What follows belongs to an exercise in optimizing a design on an open flow for small area, a short achievable clock period and few clock cycles per item; a production flow would make more cautious choices.
Function was not checked in any run shown here: the RTL went through the layout flow alone.
No activity file was given, so power comes from the tool's default toggle rates.

==> flow/design.v, too long to show whole: its modules and the start of the top module <==
// module Raptor64Mult: 2367 lines
// module pgc: 6 lines
// module gpn: 6 lines
// module gn: 5 lines
// module digq: 10 lines
// module bmx: 5 lines
// module bx: 5 lines
// module bxn: 5 lines
// module fa3: 6 lines
// module ha2: 6 lines
// module fa1c: 6 lines
module Raptor64Mult(rst, clk, ld, sgn, isMuli, a, b, imm, o, done);
  // ...
==> flow/flow/run.sh <==
#!/bin/bash
set -euo pipefail
MARGIN=$(cat flow/margin.txt)
export BUFFER_PORTS_ARGS="-buffer_cell $(cat flow/bufcell.txt)"
sed -e "s/SETUP_SLACK_MARGIN=[-0-9.]*/SETUP_SLACK_MARGIN=${MARGIN}/" standard.sh > standard_margin.sh
grep -q "SETUP_SLACK_MARGIN=${MARGIN}" standard_margin.sh
bash standard_margin.sh > standard_margin.log 2>&1
==> flow/flow/bufcell.txt <==
sky130_fd_sc_hd__buf_1
==> flow/flow/margin.txt <==
6.7
==> flow/standard.sh <==
#!/bin/bash
# synth_recipe.tcl (not shown) runs the flow's synth.tcl, then flattens the netlist and writes it again
# the make line also repeats each setting of config.mk as NAME=value (left out here)
make -C /OpenROAD-flow-scripts/flow DESIGN_CONFIG=/design/flow/config.mk WORK_HOME=/design/flow/orfs CLKGATE_MAP_FILE= SYNTH_SCRIPT=/design/flow/synth_recipe.tcl "${@:-finish}"
==> flow/config.mk <==
export PLATFORM = sky130hd
export DESIGN_NAME = Raptor64Mult
export DESIGN_NICKNAME = Raptor64Mult
export VERILOG_FILES = /design/flow/design.v
export SDC_FILE = /design/flow/constraint.sdc
export NUM_CORES = 4
export LEC_CHECK = 0
export ABC_CLOCK_PERIOD_IN_PS = 3000
export CAP_MARGIN = 50
export CORE_MARGIN = 2
export CORE_UTILIZATION = 62
export CTS_BUF_LIST = sky130_fd_sc_hd__clkbuf_16
export CTS_CLUSTER_DIAMETER = 100
export CTS_CLUSTER_SIZE = 24
export SETUP_SLACK_MARGIN = 5
export SLEW_MARGIN = 70
export SYNTH_HIERARCHICAL = 1
export SYNTH_MINIMUM_KEEP_SIZE = 0
==> flow/constraint.sdc <==
create_clock -name core_clock -period 10.0 [get_ports {clk}]
set_input_delay 2.0000 -clock core_clock [delete_from_list [all_inputs] [get_ports {clk}]]
set_output_delay 2.0000 -clock core_clock [all_outputs]
set_load 0.01 [all_outputs]
==> qor_table.md, run 1 <==
| Metric | Reported |
| --- | --- |
| Fin nets | 3874 |
| Count of placed standard cells in the final layout, fillers left out | 3794 |
| Clock Root Buffer | clkbuf_16 |
| Number of antenna violations at the first check in global routing | 7 |
| TritonCTS sink count | 343 |
| Die area | 52200 um2 |
| Peak per-stage delay on the critical path | 0.52 ns |
| Met1 Use GR | 0.534 |
| Combinational power | 12.8 mW |
| Worst setup path startpoint | ar[4] |
| CTS hold repair buffers | 0 |
| Critical-path cell list | buf_2 |
| Relative area of clock buffers and inverters in the final design | 0.0201 |
| Filler Cells Inserted | 3645 |
| Share of the synthesized area in the top cell type | 0.289 |
| Worst Reg-to-Reg Cells | 8 |
| Main power-consuming group | combinational cells |
| Skew-Pair Late Insertion Delay | 0.58 ns |
| Total Negative Setup Slacks | 0 ns |
| Result of the run | timing/DRC/antenna clean |
| Core Region | 50000 um2 |
| Fraction of layout instances using a drive strength above 1 | 0.104 |
| Leakage power | 16.0 nW |
| Multiplexer share of the synthesized area | 0.000720 |
| NonClk Buf Share | 0.0898 |
| Post-Route Hold Slack | 0.350 ns |
| Required @ worst endpoint | 8.00 ns |
| Internal power | 8.73 mW |
| Chip height | 229 um |
==> run 2, diff against run 1 <==
--- a/flow/config.mk
+++ b/flow/config.mk
@@ -13,3 +13,3 @@
 export CTS_CLUSTER_DIAMETER = 100
-export CTS_CLUSTER_SIZE = 24
+export CTS_CLUSTER_SIZE = 28
 export SETUP_SLACK_MARGIN = 5
==> run 2 against run 1 <==
  * Combinational power hardly changed
  * Critical path depth stayed put
  * First-iteration DRC count is 5.7% higher
  * Critical endpoint is now o[93]
  * Critical path type unchanged
  * Maximum frequency is 0.76% higher
  * Highest routed layer unchanged
==> qor_table.md, run 2 <==
| Metric | Reported | vs previous |
| --- | --- | --- |
| Main combinational cell family by area after synthesis | adder cells |  |
| Number of setup violations in the final report | 0 |  |
| Critical path's slowest cell | dfxtp_4 |  |
| Worst clock skew | 0.0235 ns |  |
| Per-cell via count in the routed design | 6.65 |  |
| Unrepaired setup endpoints after global routing | yes |  |
| Post-route DRC violation count | 0 |  |
| Sequential share of the synthesized area | 0.220 |  |
| 1st-iter DRT viols | 3022 |  |
| Die area | 52200 um2 | unchanged |
| Commonest non-fill, non-tap cells in the layout | a22o_1, xor2_1, fa_1 |  |
| Chip width | 229 um |  |
| Top post-synthesis cells by count | a22o_1, fa_1, xor2_1 |  |
| Vias in the first global route | 26.7k |  |
| Largest registers ranked by flip-flop count | dr: 70 flops, ar: 65 flops |  |
| Async set-or-reset flop fraction in the synthesized netlist | 0 |  |
| Maximum Capacitance Violations | 0 |  |
| Largest delay contributor family on the critical path | flip-flops |  |
| Multiplexer share of the synthesized area | 0.000720 | unchanged |
| IO buf count | 325 |  |
| Chip height | 229 um | unchanged |
| Placement-stage worst setup slack | 6.33 ns |  |
| Number of hold violations in the final report | 0 |  |
| Post-route fraction of the period consumed by the critical path | 0.329 |  |
| Worst reg2reg endpoint | sr[26] |  |
| Sw Pwr | 8.08 mW |  |
| Yosys top cell by area | fa_1 |  |
| Worst min path class | flip-flop to flip-flop |  |
| Maximum number of buffers from clock root to sink | 3 |  |
| Share of the synthesized area in compound gates (AO/OA/AOI/OAI) | 0.204 |  |
| GP Congestion | 1.08 |  |
| Number of enable-type register cells in the synthesized netlist | 0 |  |
| Setup slack after layout | 6.71 ns |  |
| Min-Delay Endpoint | dr[22] |  |
| Count of placed standard cells in the final layout, fillers left out | 3821 | +0.71% |
| Skew-Pair Late Insertion Delay | 0.62 ns | +0.04 ns |
| Most frequent cell after synthesis | a22o_1 |  |
| Worst Reg-to-Reg Cells | 8 | unchanged |
| Hold Path Depth | 0 |  |
| Clock Root Buffer | clkbuf_16 |  |
| Dominant cells by area after synthesis | fa_1, dfxtp_1, a22o_1, xor2_1, ha_1 |  |
| Gr usage total | 0.405 |  |
| Highest clock rate | 304 MHz |  |
| Power density over cell area | 466 nW/um2 |  |
| Total area of sequential cells | 7230 um2 |  |
| Global-route wire length before repair | 162 mm |  |
| Final wirelength | 107 mm |  |
| Share of total power in combinational logic | 0.764 |  |
| Drt first pass iters | 14 |  |
| Number of antenna violations at the first check in global routing | 6 | -1 |
| CTS clock-pin slew for the worst setup and hold paths | 0.10 ns |  |
| Total power | 16.9 mW |  |
| Peak per-stage delay on the critical path | 0.50 ns | -0.02 ns |
| Type of the setup path with the least slack | flip-flop to primary output |  |
| Synthesized-area fraction occupied by adder cells | 0.337 |  |
| Count of buffer and inverter cells on the critical path | 1 |  |
| Final non-filler cell area | 36300 um2 |  |
| Startpoint Class | flip-flop |  |
| Flip-flop count of the largest register, all copies and words added | 70 |  |
| Startpoint of the worst hold path | dr[36] |  |
| Data arrival at the endpoint of the critical path | 1.29 ns |  |
| Number of rows in the core area | 82 |  |
| Clock tree from TritonCTS | done |  |
| Io pins | 326 |  |
| Simple-gate area share of the yosys netlist | 0.0658 |  |
| Total overflow reported by the global router | 0 |  |
| Leakage power | 16.2 nW | +0.93% |
| Pin count of the biggest net entering global routing | 59 |  |
| CTS hold repair buffers | 0 | unchanged |
| TritonCTS buffer count | 22 |  |
| Total Negative Setup Slacks | 0 ns | unchanged |
| Most common flop cell mapped by yosys | dfxtp_1 |  |
| Vias | 25.4k |  |
| Final slew viol count | 0 |  |
| Fin nets | 3900 | +0.67% |
| Worst-path maximum fanout | 15 |  |
| Largest Register | dr |  |
| Filler Cells Inserted | 3589 | -1.5% |
| Seq pwr share | 0.169 |  |
| Fraction of layout instances using a drive strength above 1 | 0.114 | +0.0105 |
| Post-Syn Instances | 2735 |  |
| Yosys Warn Count | 8 |  |
| TritonCTS sink count | 343 | unchanged |
| Clock share of power | 0.067 |  |
| Seq cells post-synth | 343 |  |
| Critical-path cell list | buf_1 |  |
| Flop2flop setup slack | 6.73 ns |  |
| Share of the synthesized area in the top cell type | 0.289 | unchanged |
| Routed length per placed instance | 28.0 um |  |
| Cell area after placement | 34300 um2 |  |
| CP Capture Type | primary output |  |
| Cells after DPL | 3701 |  |
| Result of the run | timing/DRC/antenna clean |  |
| Most frequent standard cell in the layout excluding fill and tap cells | a22o_1 |  |
| Final ANT Viol Nets | 0 |  |
| Relative area change from synthesis to final layout | 16.0% |  |
| Worst-case vdd ir drop | 369 uV |  |
| Worst R2R Start | u_q1.one[2] |  |
| Netlist area before placement | 31300 um2 |  |
| Synth cell types | 56 |  |
| Fraction of power spent switching nets | 0.478 |  |
| Effective utilization at floorplan | 0.626 |  |
| Sum of net half-perimeters after detailed placement | 74.1 mm |  |
| Core Region | 50000 um2 | unchanged |
| Area taken by multi-input logic gates | 23800 um2 |  |
| Final Critical Period | 3.29 ns |  |
| Internal power | 8.82 mW | +1.0% |
| Parity-gate share of the synthesized area counting xor and xnor cells | 0.148 |  |
| Number of H-tree branching levels | 1 |  |
| Avg Cell Area, Syn | 11.4 um2 |  |
| Required @ worst endpoint | 8.00 ns | about the same |
[run 2: how the worst max path moves through the flow]
| stage | start | to | slack, ns | cells after the start |
|---|---|---|---|---|
| 6_report | ar[23] | o[93] | 6.71 | 1 |
| 3_3_place_gp | ph[0] | sr[15] | 5.84 | 7 |
| 2_1_floorplan | isMuli | u_q0.one[1] | 6.71 | 5 |
| 3_5_place_dp | isMuli | u_q1.neg[2] | 6.33 | 6 |
| 5_1_grt | u_q0.one[6] | sr[22] | 6.68 | 8 |
| 4_1_cts | ar[52] | o[122] | 6.70 | 1 |
[run 2: timing repair]
item,in CTS,in global routing
gates resized for setup,71,40
cloned,2,2
hold endpoints to repair,0,0
pin swaps,0,10
setup buffers,44,26
endpoints found under the setup margin,122,51
[run 2: Yosys stat by module, one instance, submodules excluded, excerpt]
module / flip-flops and latches / cell area (um2) / cells inside / times used
ha2: 0 / 12.5 / 1 / 13
gn: 0 / 7.51 / 1 / 62
fa3: 0 / 20.0 / 1 / 449
digq: 21 / 420 / 21 / 2
bmx: 0 / 8.76 / 1 / 455
pgc: 0 / 12.5 / 1 / 72
bxn: 0 / 8.76 / 1 / 7
[run 2: cell families after synthesis]
kind of cell / Yosys count
AOI/OAI and AO/OA: 781
and+or+nand+nor: 371
DFF: 343
buffers and inverters: 139
muxes: 2
xor gates and xnor gates: 527
adders and majority gates: 571
other: 1
[run 2: power groups by stage]
stage          combinational (mW)  clock [mW]  sequential, mW
6_report                     12.9        1.14            2.85
5_1_grt                      14.4        1.19            2.87
4_1_cts                      12.6        1.15            2.86
3_5_place_dp                 12.4           0            2.94
3_3_place_gp                 11.3           0            3.12
2_1_floorplan                8.56           0            2.84
[run 2: area by class of cell]
| cell class | count | area share |
|---|---|---|
| well taps | 672 | 0.0232 |
| repair buffers | 474 | 0.0938 |
| diodes | 2 | 0.000138 |
| inverters | 37 | 0.00383 |
| clock buffers | 22 | 0.0152 |
| clock inverters | 17 | 0.00852 |
| flip-flops and latches | 343 | 0.199 |
| multi-input cells | 2254 | 0.656 |
[run 2: routing by layer]
layer	vias to the layer above	wire, um	GRT usage
li1	10454	-	-
met5	-	52	0
met1	12782	40200	0.537
met4	6	5250	0.179
met3	395	12600	0.101
met2	1776	48800	0.630
[run 2: stage by stage]
step	hold slack [ns]	util
finish	0.355	0.726
global placement	0.332	0.658
floorplan	0.382	-
CTS	0.354	0.715
detailed placement	0.333	0.686
global route	0.360	0.726

==> what the ideal ports hide <==
The flow's constraints put no driver on any port. The routed layouts listed below were extracted and timed again, unchanged, in two steps. Step 1 (the two cells are an assumption about what drives the block):
set clk [get_ports {clk}]
set_driving_cell -lib_cell sky130_fd_sc_hd__clkbuf_16 $clk
set_driving_cell -lib_cell sky130_fd_sc_hd__buf_2 [delete_from_list [all_inputs] $clk]
Step 2 also shifts input and output timing later by t, the mid clock arrival at the registers, as if the neighbouring blocks saw the same clock. a / b / c = no drivers / after step 1 / after step 2; a / b = the first two.
run | shift t [ns] | setup WS [ns] | slew at the worst register clock pin (ns)
run 1 | 0.635 | 6.685 / 6.622 / 6.233 | 0.10 / 0.10
run 2 | 0.668 | 6.710 / 6.645 / 6.200 | 0.12 / 0.12
After both steps setup and hold are still met in every run listed. The setup slack of run 2, which loses most, moves by -0.065 ns with the drivers and by -0.510 ns with both steps.
